Background: an optimization exercise with open tools, aiming at small area. Do not read the settings as production practice. The RTL was checked by simulation tests, not by an equivalence proof against the original design. Power and IR drop assume default switching activity.

[flow/constraint.sdc]
create_clock -name core_clock -period 10.0 [get_ports {clk}]
set_input_delay 2.0000 -clock core_clock [delete_from_list [all_inputs] [get_ports {clk}]]
set_output_delay 2.0000 -clock core_clock [all_outputs]
set_load 0.01 [all_outputs]
[flow/config.mk]
export PLATFORM = sky130hd
export DESIGN_NAME = case2mod_new
export DESIGN_NICKNAME = case2mod_new
export VERILOG_FILES = /design/flow/design.v
export SDC_FILE = /design/flow/constraint.sdc
export NUM_CORES = 4
export LEC_CHECK = 0
export CAP_MARGIN = 20
export CORE_MARGIN = 2
export CORE_UTILIZATION = 40
export CTS_BUF_LIST = sky130_fd_sc_hd__clkbuf_4
export SLEW_MARGIN = 20
[flow/run.sh]
#!/bin/bash
# synth_recipe.tcl (not shown) runs the flow's synth.tcl, then flattens the netlist and writes it again
# the make line also repeats each setting of config.mk as NAME=value (left out here)
make -C /OpenROAD-flow-scripts/flow DESIGN_CONFIG=/design/flow/config.mk WORK_HOME=/design/flow/orfs CLKGATE_MAP_FILE= SYNTH_SCRIPT=/design/flow/synth_recipe.tcl finish
[flow/design.v]
module node_fix
  #(parameter W = 14,
    parameter [W-1:0] TAP = 0,
    parameter [W-1:0] SZ = 0,
    parameter [W-1:0] SERP = 0,
    parameter [W-1:0] SRRP = 0,
    parameter [W-1:0] SREST = 0)
  (input  clk,
   input  reset,
   input  enb,
   input  inExt,
   output Active,
   output pt_nz,
   output pt_3);
  localparam [2:0] S_REST = 3'b000, S_RRP = 3'b010, S_ERP = 3'b001,
                   S_FIRE = 3'b011, S_ERPS = 3'b101, S_ERP1 = 3'b111;
  reg inActiveMem;
  reg [2:0] st;
  reg [W-1:0] c;
  wire activeMem = (st == S_FIRE);
  wire node_in = activeMem | inExt;
  wire rest = (st == S_REST);
  wire cz = (c == SZ);
  always @(posedge clk or posedge reset)
    if (reset) begin
      inActiveMem <= 1'b0;
      st          <= S_REST;
      c           <= SREST;
    end else if (enb) begin
      inActiveMem <= inExt;
      if (node_in) begin
        st <= rest ? S_ERPS : S_ERP1;
        c  <= SERP;
      end else if (cz) begin
        if (st[0]) begin
          st <= S_RRP;
          c  <= SRRP;
        end else if (st[1]) begin
          st <= S_REST;
          c  <= SREST;
        end else begin
          st <= S_FIRE;
          c  <= SERP;
        end
      end else begin
        if (st[0]) st <= S_ERP;
        c <= {c[W-2:0], ^(c & TAP)};
      end
    end
  assign Active = activeMem | inActiveMem;
  assign pt_nz  = st[2];
  assign pt_3   = st[1];
endmodule
module node_sa
  #(parameter [7:0] TAP = 0,
    parameter [7:0] SZ = 0,
    parameter [7:0] SERP = 0,
    parameter [7:0] SRRP = 0,
    parameter [15:0] TREST_INIT = 300)
  (input  clk,
   input  reset,
   input  enb,
   input  inExt,
   input  [15:0] Trest_def,
   output Active,
   output pt_nz,
   output pt_3);
  localparam [2:0] S_REST = 3'b000, S_RRP = 3'b010, S_ERP = 3'b001,
                   S_FIRE = 3'b011, S_ERPS = 3'b101, S_ERP1 = 3'b111;
  reg inActiveMem;
  reg [2:0] st;
  reg [15:0] r;
  reg [7:0] e;
  wire activeMem = (st == S_FIRE);
  wire node_in = activeMem | inExt;
  wire rest = (st == S_REST);
  wire rz = (r == 16'd0);
  wire ez = (e == SZ);
  always @(posedge clk or posedge reset)
    if (reset) begin
      inActiveMem <= 1'b0;
      st          <= S_REST;
      r           <= TREST_INIT;
      e           <= SERP;
    end else if (enb) begin
      inActiveMem <= inExt;
      if (rest) begin
        if (node_in | rz) begin
          st <= node_in ? S_ERPS : S_FIRE;
          e  <= SERP;
          r  <= Trest_def;
        end else begin
          r <= r - 1'b1;
        end
      end else if (node_in) begin
        st <= S_ERP1;
        e  <= SERP;
      end else if (ez) begin
        st <= st[0] ? S_RRP : S_REST;
        e  <= SRRP;
      end else begin
        if (st[0]) st <= S_ERP;
        e <= {e[6:0], ^(e & TAP)};
      end
    end
  assign Active = activeMem | inActiveMem;
  assign pt_nz  = st[2];
  assign pt_3   = st[1];
endmodule
module path_aut
  #(parameter VARF = 0,
    parameter FW = 16,
    parameter [FW-1:0] FTAP = 0,
    parameter [FW-1:0] FZ = 0,
    parameter [FW-1:0] F1 = 0,
    parameter [FW-1:0] F3 = 0,
    parameter BW = 16,
    parameter [BW-1:0] BTAP = 0,
    parameter [BW-1:0] BZ = 0,
    parameter [BW-1:0] B1 = 0,
    parameter [BW-1:0] B3 = 0)
  (input  clk,
   input  reset,
   input  enb,
   input  in1,
   input  in2,
   input  en_nz,
   input  en_3,
   input  ex_nz,
   input  ex_3,
   input  [15:0] forw,
   output out1,
   output out2);
  localparam [2:0] S_ANTE = 3'd0, S_CONF = 3'd1, S_DBL = 3'd2, S_IDLE = 3'd3, S_RETRO = 3'd4;
  reg [2:0] st;
  reg idle, o1, o2;
  reg [FW-1:0] fcur;
  reg [BW-1:0] bcur;
  reg [1:0] bdef_c;
  reg [2:0] st_n;
  reg idle_n, o1_n, o2_n;
  reg [FW-1:0] fcur_n;
  reg [BW-1:0] bcur_n;
  wire [FW-1:0] fnew;
  wire [FW-1:0] fdef;
  generate
    if (VARF) begin : g_varf
      reg [FW-1:0] fdef_r;
      wire [FW-1:0] f1 = forw[FW-1:0];
      assign fnew = en_3 ? (f1 + {f1[FW-2:0], 1'b0}) : f1;
      always @(posedge clk or posedge reset)
        if (reset) fdef_r <= {FW{1'b0}};
        else if (enb & en_nz) fdef_r <= fnew;
      assign fdef = fdef_r;
    end else begin : g_constf
      reg [1:0] fdef_c;
      assign fnew = en_3 ? F3 : F1;
      always @(posedge clk or posedge reset)
        if (reset) fdef_c <= 2'b00;
        else if (enb & en_nz) fdef_c <= {1'b1, en_3};
      assign fdef = fdef_c[1] ? (fdef_c[0] ? F3 : F1) : FZ;
    end
  endgenerate
  wire [BW-1:0] bnew = ex_3 ? B3 : B1;
  wire [BW-1:0] bdef = bdef_c[1] ? (bdef_c[0] ? B3 : B1) : BZ;
  wire [FW-1:0] fdef_t = en_nz ? fnew : fdef;
  wire [FW-1:0] fcur_t = (en_nz & idle) ? fnew : fcur;
  wire [BW-1:0] bdef_t = ex_nz ? bnew : bdef;
  wire [BW-1:0] bcur_t = (ex_nz & idle) ? bnew : bcur;
  wire fz = (fcur_t == FZ);
  wire bz = (bcur_t == BZ);
  wire [FW-1:0] fcur_dec = VARF ? fcur_t - 1'b1 : {fcur_t[FW-2:0], ^(fcur_t & FTAP)};
  wire [BW-1:0] bcur_dec = {bcur_t[BW-2:0], ^(bcur_t & BTAP)};
  always @* begin
    st_n   = st;
    idle_n = idle;
    o1_n   = o1;
    o2_n   = o2;
    fcur_n = fcur_t;
    bcur_n = bcur_t;
    case (st)
      S_ANTE: begin
        if (in2) st_n = S_DBL;
        else if (fz) begin
          fcur_n = fdef_t;
          o2_n   = 1'b1;
          st_n   = S_CONF;
        end else begin
          fcur_n = fcur_dec;
          o1_n   = 1'b0;
          idle_n = 1'b0;
        end
      end
      S_CONF: begin
        o1_n   = 1'b0;
        o2_n   = 1'b0;
        st_n   = S_IDLE;
        idle_n = 1'b1;
      end
      S_DBL: begin
        if (bz) begin
          bcur_n = bdef_t;
          o1_n   = 1'b1;
          st_n   = S_ANTE;
        end else if (!fz) begin
          fcur_n = fdef_t;
          bcur_n = bdef_t;
          st_n   = S_CONF;
        end else begin
          fcur_n = fdef_t;
          o2_n   = 1'b1;
          st_n   = S_RETRO;
        end
      end
      S_IDLE: begin
        if (in1) st_n = S_ANTE;
        else if (in2) st_n = S_RETRO;
      end
      default: begin
        if (bz & !in1) begin
          bcur_n = bdef_t;
          o1_n   = 1'b1;
          st_n   = S_CONF;
        end else if (in1) st_n = S_DBL;
        else begin
          bcur_n = bcur_dec;
          o2_n   = 1'b0;
        end
      end
    endcase
  end
  always @(posedge clk or posedge reset)
    if (reset) begin
      st     <= S_IDLE;
      idle   <= 1'b1;
      o1     <= 1'b0;
      o2     <= 1'b0;
      fcur   <= FZ;
      bcur   <= BZ;
      bdef_c <= 2'b00;
    end else if (enb) begin
      st     <= st_n;
      idle   <= idle_n;
      o1     <= o1_n;
      o2     <= o2_n;
      fcur   <= fcur_n;
      bcur   <= bcur_n;
      if (ex_nz) bdef_c <= {1'b1, ex_3};
    end
  assign out1 = o1_n;
  assign out2 = o2_n;
endmodule
module PAC
  #(parameter W = 9,
    parameter [W-1:0] TAP = 0,
    parameter [W-1:0] SZ = 0,
    parameter [W-1:0] SDEF = 0)
  (input  clk,
   input  reset,
   input  enb,
   input  st_en,
   input  act,
   output PVC);
  localparam [1:0] S_COUNT = 2'd0, S_WAIT = 2'd1, S_START = 2'd2;
  reg [1:0] st;
  reg [W-1:0] count;
  reg pvc;
  reg pvc_n;
  wire cz = (count == SZ);
  always @* begin
    pvc_n = pvc;
    case (st)
      S_COUNT: pvc_n = cz;
      S_WAIT:  if (!st_en) pvc_n = 1'b0;
      default: if (!act) pvc_n = 1'b0;
    endcase
  end
  always @(posedge clk or posedge reset)
    if (reset) begin
      st    <= S_WAIT;
      count <= SZ;
      pvc   <= 1'b0;
    end else if (enb) begin
      pvc <= pvc_n;
      case (st)
        S_COUNT:
          if (cz) st <= S_WAIT;
          else count <= {count[W-2:0], ^(count & TAP)};
        S_WAIT:
          if (st_en) st <= S_START;
        default:
          if (act) begin
            count <= SDEF;
            st    <= S_COUNT;
          end
      endcase
    end
  assign PVC = pvc_n;
endmodule
`timescale 1 ns / 1 ns
module case2mod_new
  (input  clk,
   input  reset,
   input  clk_enable,
   input  AP,
   input  VP,
   input  [15:0] SArest,
   input  [15:0] AVforw,
   input  PAC_en,
   input  PVC_en,
   output ce_out,
   output NA1Out,
   output NA2Out,
   output NA3Out,
   output NA4Out,
   output NA5Out,
   output NA6Out,
   output NA7Out);
  wire enb = clk_enable;
  wire a1, a2, a3, a4, a5, a6, a7;                  
  wire n1, n2, n3, n4, n5, n6, n7;                  
  wire t1, t2, t3, t4, t5, t6, t7;                  
  wire p1o1, p1o2, p2o1, p2o2, p3o1, p3o2, p4o1, p4o2;
  wire p5o1, p5o2, p6o1, p6o2, p7o1, p7o2;
  wire pac, pvc;
  PAC #(.W(8), .TAP(8'b10111000), .SZ(8'b11111111), .SDEF(8'b10111000)) u_PAC
    (.clk(clk), .reset(reset), .enb(enb), .st_en(PAC_en), .act(a1), .PVC(pac));
  PAC #(.W(9), .TAP(9'b100010000), .SZ(9'b111111111), .SDEF(9'b111000100)) u_PVC
    (.clk(clk), .reset(reset), .enb(enb), .st_en(PVC_en), .act(a3), .PVC(pvc));
  node_sa #(.TAP(8'b10111000), .SZ(8'b11111111), .SERP(8'b01100100), .SRRP(8'b00101101),
            .TREST_INIT(16'd300)) u_NA1
    (.clk(clk), .reset(reset), .enb(enb),
     .inExt(pac | AP | p4o1 | p1o1 | p3o1), .Trest_def(SArest),
     .Active(a1), .pt_nz(n1), .pt_3(t1));
  node_fix #(.W(14), .TAP(14'b10000000010101), .SZ(14'b11111111111111),
             .SERP(14'b10011010001000), .SRRP(14'b00001110001011), .SREST(14'b11011000010011)) u_NA2
    (.clk(clk), .reset(reset), .enb(enb), .inExt(p2o1 | p1o2),
     .Active(a2), .pt_nz(n2), .pt_3(t2));
  node_fix #(.W(14), .TAP(14'b10000000010101), .SZ(14'b11111111111111),
             .SERP(14'b01101110110011), .SRRP(14'b00001110001011), .SREST(14'b11011000010011)) u_NA3
    (.clk(clk), .reset(reset), .enb(enb), .inExt(pvc | p2o2 | VP),
     .Active(a3), .pt_nz(n3), .pt_3(t3));
  node_fix #(.W(14), .TAP(14'b10000000010101), .SZ(14'b11111111111111),
             .SERP(14'b01101110110011), .SRRP(14'b00001110001011), .SREST(14'b11011000010011)) u_NA4
    (.clk(clk), .reset(reset), .enb(enb), .inExt(p5o1 | p3o2),
     .Active(a4), .pt_nz(n4), .pt_3(t4));
  node_fix #(.W(14), .TAP(14'b10000000010101), .SZ(14'b11111111111111),
             .SERP(14'b01101110110011), .SRRP(14'b00001110001011), .SREST(14'b11011000010011)) u_NA5
    (.clk(clk), .reset(reset), .enb(enb), .inExt(p7o1 | p5o2),
     .Active(a5), .pt_nz(n5), .pt_3(t5));
  node_fix #(.W(14), .TAP(14'b10000000010101), .SZ(14'b11111111111111),
             .SERP(14'b11001111110001), .SRRP(14'b00001110001011), .SREST(14'b11011000010011)) u_NA6
    (.clk(clk), .reset(reset), .enb(enb), .inExt(p6o1 | p4o2),
     .Active(a6), .pt_nz(n6), .pt_3(t6));
  node_fix #(.W(14), .TAP(14'b10000000010101), .SZ(14'b11111111111111),
             .SERP(14'b11001111110001), .SRRP(14'b00001110001011), .SREST(14'b11011000010011)) u_NA7
    (.clk(clk), .reset(reset), .enb(enb), .inExt(p6o2 | p7o2),
     .Active(a7), .pt_nz(n7), .pt_3(t7));
  path_aut #(.FW(7), .FTAP(7'b1100000), .FZ(7'b1111111), .F1(7'b0101110), .F3(7'b0100001),
             .BW(9), .BTAP(9'b100010000), .BZ(9'b111111111), .B1(9'b111010101), .B3(9'b001001100)) u_PA1
    (.clk(clk), .reset(reset), .enb(enb), .in1(a1), .in2(a2),
     .en_nz(n1), .en_3(t1), .ex_nz(n2), .ex_3(t2), .forw(16'd0),
     .out1(p1o1), .out2(p1o2));
  path_aut #(.VARF(1), .FW(16), .FZ(16'd0),
             .BW(9), .BTAP(9'b100010000), .BZ(9'b111111111), .B1(9'b000101101), .B3(9'b110001010)) u_PA2
    (.clk(clk), .reset(reset), .enb(enb), .in1(a2), .in2(a3),
     .en_nz(n2), .en_3(t2), .ex_nz(n3), .ex_3(t3), .forw(AVforw),
     .out1(p2o1), .out2(p2o2));
  path_aut #(.FW(8), .FTAP(8'b10111000), .FZ(8'b11111111), .F1(8'b11001101), .F3(8'b11101011),
             .BW(16), .BTAP(16'b1101000000001000), .BZ(16'b1111111111111111), .B1(16'b0101010100010001), .B3(16'b0101010001000101)) u_PA3
    (.clk(clk), .reset(reset), .enb(enb), .in1(a1), .in2(a4),
     .en_nz(n1), .en_3(t1), .ex_nz(n4), .ex_3(t4), .forw(16'd0),
     .out1(p3o1), .out2(p3o2));
  path_aut #(.FW(6), .FTAP(6'b110000), .FZ(6'b111111), .F1(6'b011101), .F3(6'b011000),
             .BW(6), .BTAP(6'b110000), .BZ(6'b111111), .B1(6'b011101), .B3(6'b011000)) u_PA4
    (.clk(clk), .reset(reset), .enb(enb), .in1(a1), .in2(a6),
     .en_nz(n1), .en_3(t1), .ex_nz(n6), .ex_3(t6), .forw(16'd0),
     .out1(p4o1), .out2(p4o2));
  path_aut #(.FW(6), .FTAP(6'b110000), .FZ(6'b111111), .F1(6'b101101), .F3(6'b111000),
             .BW(6), .BTAP(6'b110000), .BZ(6'b111111), .B1(6'b101101), .B3(6'b111000)) u_PA5
    (.clk(clk), .reset(reset), .enb(enb), .in1(a4), .in2(a5),
     .en_nz(n4), .en_3(t4), .ex_nz(n5), .ex_3(t5), .forw(16'd0),
     .out1(p5o1), .out2(p5o2));
  path_aut #(.FW(7), .FTAP(7'b1100000), .FZ(7'b1111111), .F1(7'b1110110), .F3(7'b1100001),
             .BW(7), .BTAP(7'b1100000), .BZ(7'b1111111), .B1(7'b1110110), .B3(7'b1100001)) u_PA6
    (.clk(clk), .reset(reset), .enb(enb), .in1(a6), .in2(a7),
     .en_nz(n6), .en_3(t6), .ex_nz(n7), .ex_3(t7), .forw(16'd0),
     .out1(p6o1), .out2(p6o2));
  path_aut #(.FW(7), .FTAP(7'b1100000), .FZ(7'b1111111), .F1(7'b0111101), .F3(7'b1000001),
             .BW(7), .BTAP(7'b1100000), .BZ(7'b1111111), .B1(7'b0111101), .B3(7'b1000001)) u_PA7
    (.clk(clk), .reset(reset), .enb(enb), .in1(a5), .in2(a7),
     .en_nz(n5), .en_3(t5), .ex_nz(n7), .ex_3(t7), .forw(16'd0),
     .out1(p7o1), .out2(p7o2));
  assign NA1Out = a1;
  assign NA2Out = a2;
  assign NA3Out = a3;
  assign NA4Out = a4;
  assign NA5Out = a5;
  assign NA6Out = a6;
  assign NA7Out = a7;
  assign ce_out = clk_enable;
endmodule
==> results of run 1 <==
==> cell families (layout without fill, tap and decap cells) <==
family                   after synthesis  after routing  share of synthesized area
other                                  0              1                          0
XOR/XNOR                              39             39                    0.01532
AO/OA/AOI/OAI                       1024           1024                     0.2855
adder cells (fa/ha/maj)               25             25                    0.01436
AND/OR/NAND/NOR                     1049           1049                     0.2184
multiplexers                          42             42                    0.01969
flip-flops                           348            348                     0.4012
buffers and inverters                261            328                    0.04545
==> sequential cells by signal, summed over array words and instances, names as in the netlist, 9 cells and up <==
name	cells
u_PA1.bcur	9
u_NA7.c	14
u_NA3.c	14
u_NA2.c	14
u_PA2.bcur	9
u_NA5.c	14
u_NA4.c	14
u_NA1.r	16
u_PA2.g_varf.fdef_r	16
u_PA3.bcur	16
u_NA6.c	14
u_PA2.fcur	16
u_PVC.count	9
==> critical path: cells and delay by family <==
kind | cells | cell delay [ps]
AO/OA/AOI/OAI | 5 | 1150
adder cells (fa/ha/maj) | 2 | 590
buffers and inverters | 3 | 910
AND/OR/NAND/NOR | 6 | 2220
==> per-stage QoR <==
step | util | cells
final | 0.4443 | 3604
after global routing | 0.4443 | 3604
after CTS | 0.4442 | 3603
after detailed placement | 0.4210 | 3418
after global placement | 0.4209 | 3417
after floorplan | - | 2788
==> cell type report <==
cell class              count  area, um^2  share of cell area
well taps                 748       935.9             0.03824
repair buffers             73       705.7             0.02883
clock buffers             146        1096             0.04478
multi-input cells        2179       12340              0.5041
diodes                      1       2.502           0.0001022
inverters                  70       266.5             0.01089
clock inverters            39       183.9            0.007515
flip-flops and latches    348        8946              0.3655
==> synthesized netlist by cell type (16+ instances only) <==
cell      number
nand2_1      367
a21oi_1      323
nor2_1       287
o21ai_0      283
dfstp_2      190
clkbuf_1     168
dfrtp_1      158
nand3_1       73
inv_1         67
nor3_1        64
a31oi_1       58
nand4_1       40
nand2b_1      37
o22ai_1       35
and2_1        32
o211ai_1      32
mux2i_1       27
xnor2_1       27
a22o_1        24
ha_1          24
nor2b_1       24
nor4_1        23
or3_1         22
a211oi_1      21
a32o_1        20
o31ai_1       20
a21o_1        19
o21a_1        19
o221ai_1      17
and3_1        16
==> where the power goes <==
group | switching [uW] | leakage [uW] | internal (uW)
clock | 645 | 0.000772 | 698
combinational | 2190 | 0.00486 | 1390
sequential | 655 | 0.00385 | 2170
==> worst min-delay path by stage <==
stage	start	end	slack, ps	cells after the start
3_3_place_gp	u_PVC.count[0]	u_PVC.count[0]	440	2
5_1_grt	u_PVC.count[0]	u_PVC.count[0]	480	2
3_5_place_dp	u_PVC.count[0]	u_PVC.count[0]	450	2
6_report	u_PVC.count[0]	u_PVC.count[0]	460	2
2_1_floorplan	u_PVC.count[0]	u_PVC.count[0]	430	2
4_1_cts	u_PVC.count[0]	u_PVC.count[0]	460	2
==> metal layers <==
layer  routed length (um)  track usage
met1                27520       0.2791
met2                26740       0.3218
met3                 3326      0.03249
met4                 1299      0.07943
met5                    0            0
==> cell usage in the layout (no fill, tap or decap), types with 23 or more instances in the layout <==
cell / netlist / final
nand2_1: 367 / 367
a21oi_1: 323 / 323
nor2_1: 287 / 287
o21ai_0: 283 / 283
dfstp_2: 190 / 190
dfrtp_1: 158 / 158
clkbuf_4: 0 / 146
nand3_1: 73 / 73
inv_1: 67 / 65
nor3_1: 64 / 64
a31oi_1: 58 / 58
clkdlybuf4s50_1: 0 / 45
nand4_1: 40 / 40
nand2b_1: 37 / 37
o22ai_1: 35 / 35
and2_1: 32 / 32
o211ai_1: 32 / 32
clkinv_1: 2 / 29
mux2i_1: 27 / 27
xnor2_1: 27 / 27
nor2b_1: 24 / 24
a22o_1: 24 / 24
ha_1: 24 / 24
buf_4: 3 / 24
nor4_1: 23 / 23
==> flow_metrics.env, run 1 <==
export IMPL_status="no timing/DRC/antenna violations"
export IMPL_pin_count=47
export IMPL_insertion_delay_ps=830
export IMPL_postSynth_asyncResetShare=1.000
export IMPL_critPathKind="primary input to flop"
export IMPL_cp_arrival_ps=6900
export IMPL_reg2reg_setup_slack_ps=5030
export IMPL_max_cap_violations=0
export IMPL_number_of_register_bits_inferred_by_synthesis=348
export IMPL_clock_sinks=348
export IMPL_cts_hold_buffers=0
export IMPL_r2r_end="u_PA2.fcur[3]"
export IMPL_route_detailed_drc=0
export IMPL_globalRouteOverflowTotal=0
export IMPL_initial_core_util=0.4048
export IMPL_edff_count_synth=0
export IMPL_cp_required_ps=10670
export IMPL_power_per_cell_area_nw_per_um2=316.6
export IMPL_mappedNetlistNets=2852
export IMPL_drt_pass1_iterations=6
export IMPL_synth_seq_area_share=0.4012
export IMPL_setup_worst_path_end_class="flop"
export IMPL_share_of_cells_above_drive_strength_1=0.1485
export IMPL_synthesis_area_um2=22300
export IMPL_cts_inserted_buffers=99
export IMPL_buffer_ports_inserted=46
export IMPL_vdd_ir_drop_max_v=0.0001040
export IMPL_finalWeightedCongestion=0.8934
export IMPL_dp_final_hpwl_mm=38.33
export IMPL_final_design_area_no_fill_um2=24480
export IMPL_cts_path_max_buffers=3
export IMPL_timing_final_ws_setup_ps=3771
export IMPL_pin_count_of_the_biggest_net_entering_global_routing=204
export IMPL_crit_path_cell_trace="clkdlybuf4s50_1, ha_1, inv_1, fa_1, nand2b_1, a211oi_2, o311ai_0, nor2_1, nand4_2, or4_4, or2_1, nor3_2, buf_4, o31ai_1, a222oi_1, o22ai_1"
export IMPL_start_kind="primary input"
export IMPL_postPlaceCellArea_um2=23190
export IMPL_synth_ff_type="dfstp_2"
export IMPL_place_worst_setup_slack_ps=2945
export IMPL_grt_setup_unrepaired="no"
export IMPL_crit_path_end="u_PA2.fcur[3]"
export IMPL_path_max_fanout=12
export IMPL_worst_tran_pin_value_ps=1097
export IMPL_post_route_period_util=0.6229
export IMPL_synth_top_cell_area_share=0.2239
export IMPL_grt_util_all_layers=0.2036
export IMPL_synthesis_area_per_instance_um2=7.998
export IMPL_clkTransAtPathRegs_ps=70
export IMPL_wire_per_inst_um=16.34
export IMPL_worst_hold_slack_ps=458.2
export IMPL_root_buffer="clkbuf_4"
export IMPL_ant_nets=0
export IMPL_vias=21220
export IMPL_yosysWarnings=13
export IMPL_row_count=86
export IMPL_detail_route_iter0_violations=1966
export IMPL_cpMaxStageDelayCell="nor3_2"
export IMPL_grt_first_pass_wirelength_mm=99.08
export IMPL_finalSetupViolations=0
export IMPL_r2r_cells=12
export IMPL_synth_area_leaders="dfstp_2, dfrtp_1, a21oi_1"
export IMPL_timing_slew_headroom=0.2685
export IMPL_final_max_slew_viol_count=0
export IMPL_power_total_uw=7749
export IMPL_die_area_um2=57650
export IMPL_yosys_cell_types_count=88
export IMPL_clock_fmax_mhz=160.5
export IMPL_crit_start="AVforw[0]"
export IMPL_finalClockSkew_ps=44.89
export IMPL_ctsHtreeMaxLevel=3
export IMPL_floorplan_core_area_um2=55090
export IMPL_filler_cell_count=5539
export IMPL_synth_to_layout_area_growth_pct=9.763
export IMPL_floorplan_die_width_um=240.1
export IMPL_cts_setup_buffers=0
export IMPL_synth_cells=2788
export IMPL_routed_via_density=5.887
export IMPL_timing_hold_violations_final=0
export IMPL_antenna_violations_before_repair=1
export IMPL_worstReg2RegStart="u_NA2.st[2]"
export IMPL_power_leakage_uw=0.009475
export IMPL_totalNegativeSetupSlack_ps=0
export IMPL_crit_path_max_incr_delay_ps=710
export IMPL_timing_final_crit_period_ps=6229
export IMPL_via_count_of_the_first_global_routing_pass=20130
export IMPL_postCtsResizedCells=0
export IMPL_die_h_um=240.1
export IMPL_design_final_nets=2835
export IMPL_detail_route_wirelength_mm=58.88
export IMPL_worst_hold_path_type="flop to flop"
export IMPL_synth_largest_area_cell="dfstp_2"
export IMPL_clock_tree_from_tritoncts="built"
==> run 2, diff against run 1 <==
--- a/flow/config.mk
+++ b/flow/config.mk
@@ -8,5 +8,4 @@
 export CAP_MARGIN = 20
 export CORE_MARGIN = 2
 export CORE_UTILIZATION = 40
-export CTS_BUF_LIST = sky130_fd_sc_hd__clkbuf_4
 export SLEW_MARGIN = 20
==> run 2 against run 1 <==
Effect of this change:
- register-to-register slack worse by 50 ps
- clock power grew 31%
- power up 5.1%
- clock skew shrank 23 ps
- sequential power about the same
- sequential cell count stayed put
- non-clock buffer count unchanged
- worst setup slack lost 270 ps
- critical path type unchanged
==> flow_metrics.env, run 2 <==
export IMPL_place_worst_setup_slack_ps=2945
export IMPL_timing_slew_headroom=0.3199
export IMPL_reg2reg_setup_slack_ps=4980
export IMPL_pin_count=47
export IMPL_start_kind="primary input"
export IMPL_root_buffer="clkbuf_16"
export IMPL_drt_pass1_iterations=8
export IMPL_cp_arrival_ps=6890
export IMPL_synth_top_family_by_area="compound AO/OA/AOI/OAI gates"
export IMPL_cp_required_ps=10400
export IMPL_die_h_um=240.1
export IMPL_share_of_cells_above_drive_strength_1=0.1237
export IMPL_synth_top_cell_area_share=0.2239
export IMPL_synth_seq_area_share=0.4012
export IMPL_crit_family="simple AND/OR/NAND/NOR gates"
export IMPL_routed_via_density=5.937
export IMPL_die_area_um2=57650
export IMPL_detail_route_iter0_violations=2050
export IMPL_yosysWarnings=13
export IMPL_ant_nets=0
export IMPL_clock_sinks=348
export IMPL_postCtsResizedCells=0
export IMPL_cpMaxStageDelayCell="nor3_2"
export IMPL_dp_final_hpwl_mm=38.33
export IMPL_clkTransAtPathRegs_ps=60
export IMPL_crit_path_max_incr_delay_ps=700
export IMPL_commonest_non_fill_non_tap_cell_in_the_layout="nand2_1"
export IMPL_cts_setup_buffers=0
export IMPL_most_common_layout_cells="nand2_1, a21oi_1, nor2_1"
export IMPL_via_count_of_the_first_global_routing_pass=19580
export IMPL_synth_commonest_cells="nand2_1, a21oi_1, nor2_1"
export IMPL_n_antenna_cell=0
export IMPL_floorplan_core_area_um2=55090
export IMPL_synth_simple_area_share=0.2184
export IMPL_wire_per_inst_um=16.65
export IMPL_grt_first_pass_wirelength_mm=97.87
export IMPL_detail_route_wirelength_mm=58.22
export IMPL_postSynth_asyncResetShare=1.000
export IMPL_vias=20760
export IMPL_timing_final_ws_setup_ps=3503
export IMPL_route_detailed_drc=0
export IMPL_cts_hold_buffers=0
export IMPL_grt_util_all_layers=0.2004
export IMPL_critPathKind="primary input to flop"
export IMPL_synthMuxAreaShare=0.01969
export IMPL_synth_ff_type="dfstp_2"
export IMPL_antenna_violations_before_repair=0
export IMPL_clock_fmax_mhz=153.9
export IMPL_path_max_fanout=12
export IMPL_finalClockSkew_ps=22.35
export IMPL_cts_path_max_buffers=3
export IMPL_power_leakage_uw=0.009495
export IMPL_timing_final_crit_period_ps=6497
export IMPL_initial_core_util=0.4048
export IMPL_crit_path_cell_trace="clkdlybuf4s50_1, ha_1, inv_1, fa_1, nand2b_1, a211oi_2, o311ai_0, nor2_1, nand4_2, or4_4, or2_1, nor3_2, buf_4, o31ai_1, a222oi_1, o22ai_1"
export IMPL_status="no timing/DRC/antenna violations"
export IMPL_ctsHtreeMaxLevel=2
export IMPL_crit_buf_inv=3
export IMPL_synth_xor_area_share=0.01532
export IMPL_insertion_delay_ps=570
export IMPL_synth_area_leaders="dfstp_2, dfrtp_1, a21oi_1"
export IMPL_max_cap_violations=0
export IMPL_synth_adder_area_share=0.01436
export IMPL_synthesis_area_per_instance_um2=7.998
export IMPL_totalNegativeSetupSlack_ps=0
export IMPL_synth_to_layout_area_growth_pct=11.18
export IMPL_yosysMostFrequentCell="nand2_1"
export IMPL_synthesis_area_um2=22300
export IMPL_final_design_area_no_fill_um2=24790
export IMPL_final_core_utilization=0.4500
export IMPL_worst_hold_path_type="flop to flop"
export IMPL_row_count=86
export IMPL_mappedNetlistNets=2852
export IMPL_power_total_uw=8144
export IMPL_buffer_ports_inserted=46
export IMPL_clock_tree_from_tritoncts="built"
export IMPL_pin_count_of_the_biggest_net_entering_global_routing=204
export IMPL_yosys_cell_types_count=88
export IMPL_number_of_register_bits_inferred_by_synthesis=348
export IMPL_edff_count_synth=0
export IMPL_globalRouteOverflowTotal=0
export IMPL_grt_setup_unrepaired="no"
export IMPL_worst_tran_pin_value_ps=1018
export IMPL_postPlaceCellArea_um2=23190
export IMPL_finalSetupViolations=0
export IMPL_design_final_nets=2779
export IMPL_synth_cells=2788
export IMPL_final_max_slew_viol_count=0
export IMPL_cts_inserted_buffers=43
export IMPL_floorplan_die_width_um=240.1
export IMPL_vdd_ir_drop_max_v=0.0001381
export IMPL_synth_compound_area_share=0.2855
export IMPL_post_route_period_util=0.6497
export IMPL_power_per_cell_area_nw_per_um2=328.5
export IMPL_finalWeightedCongestion=0.8934
export IMPL_setup_worst_path_end_class="flop"
export IMPL_timing_hold_violations_final=0
export IMPL_synth_largest_area_cell="dfstp_2"
## run 2: cell types whose count changed in the layout (fill, tap and decap cells not counted), sizes merged
cell      change
clkinv       -28
diode         -1
clkinvlp      +1
clkbuf       -84
bufinv        +7
inv           -2
## run 2: routing by layer
layer  wire length (um)  track usage
met2              26600       0.3226
met5                  0            0
met1              27680       0.2805
met3               2703      0.02216
met4               1238      0.06682
## run 2: worst register-to-register path: stages, from the launching register on
cell and delay [ps]:
dfrtp_1 720, and2_1 800, mux2i_1 250, o311ai_0 140, nor2_1 300, nand4_2 180
or4_4 590, or2_1 270, nor3_2 700, buf_4 320, o31ai_1 110, a222oi_1 350
o22ai_1 130
## run 2: kinds of logic (layout without fill, tap and decap cells)
group | Yosys count | count (layout)
and+or+nand+nor | 1049 | 1049
AOI/OAI and AO/OA | 1024 | 1024
xor gates and xnor gates | 39 | 39
buffers and inverters | 261 | 222
adders and majority gates | 25 | 25
muxes | 42 | 42
DFF | 348 | 348
## run 2: final timing paths
check | start | to | depth (start not counted)
max in group asynchronous | reset | u_NA1.st[2] | 4
max | AVforw[0] | u_PA2.fcur[3] | 16
min | u_PVC.count[0] | u_PVC.count[0] | 2
min reg2reg | u_PVC.count[0] | u_PVC.count[0] | 2
max reg2reg | u_NA2.st[2] | u_PA2.fcur[3] | 12
min in group asynchronous | reset | u_NA1.r[4] | 3
## run 2: power breakdown
part	internal, uW	switching, uW	total, uW
sequential	2170	655	2830
clock	1110	632	1750
combinational	1390	2180	3570
total	4670	3470	8140
## run 2: final cells by class
cell class | count | area [um^2]
fill | 5443 | 30300
multi-input combinational | 2179 | 12340
sequential | 348 | 8946
clock buffer | 62 | 1310
tap | 748 | 935.9
timing repair buffer | 73 | 705.7
clock inverter | 17 | 287.8
inverter | 70 | 266.5
## run 2: per-stage QoR
step           hold slack [ps]  instances
5_1_grt                  481.0       3497
3_3_place_gp             443.2       3417
2_1_floorplan            434.8       2788
3_5_place_dp             452.8       3418
6_report                 457.0       3497
4_1_cts                  460.9       3497

what the ideal ports hide:
In the flow no input, the clock included, has a driving cell. The finished layouts below were timed again as built, in two steps.
Step 1: set_driving_cell puts a clkbuf_16 on clk and a buf_2 on each other input, an assumption about the parent block.
Step 2 adds t to the input delays and takes it off the output delays; t is the mean of the earliest and latest rising clock arrival at the registers after step 1. Input paths then give back, and output paths get back, about the clock's delay inside the block.
Three values: ideal, step 1, step 2; two values: the first two.
| run | t, ns | setup slack, ns | pins driven straight from the clock port |
|---|---|---|---|
| run 1 | 0.855 | 3.771 / 3.801 / 2.946 | 1 |
| run 2 | 0.614 | 3.503 / 3.539 / 2.925 | 1 |
After both steps every run listed still meets setup and hold. For run 1, which loses most, drivers alone change the setup slack by +0.030 ns; drivers and shift together by -0.825 ns.
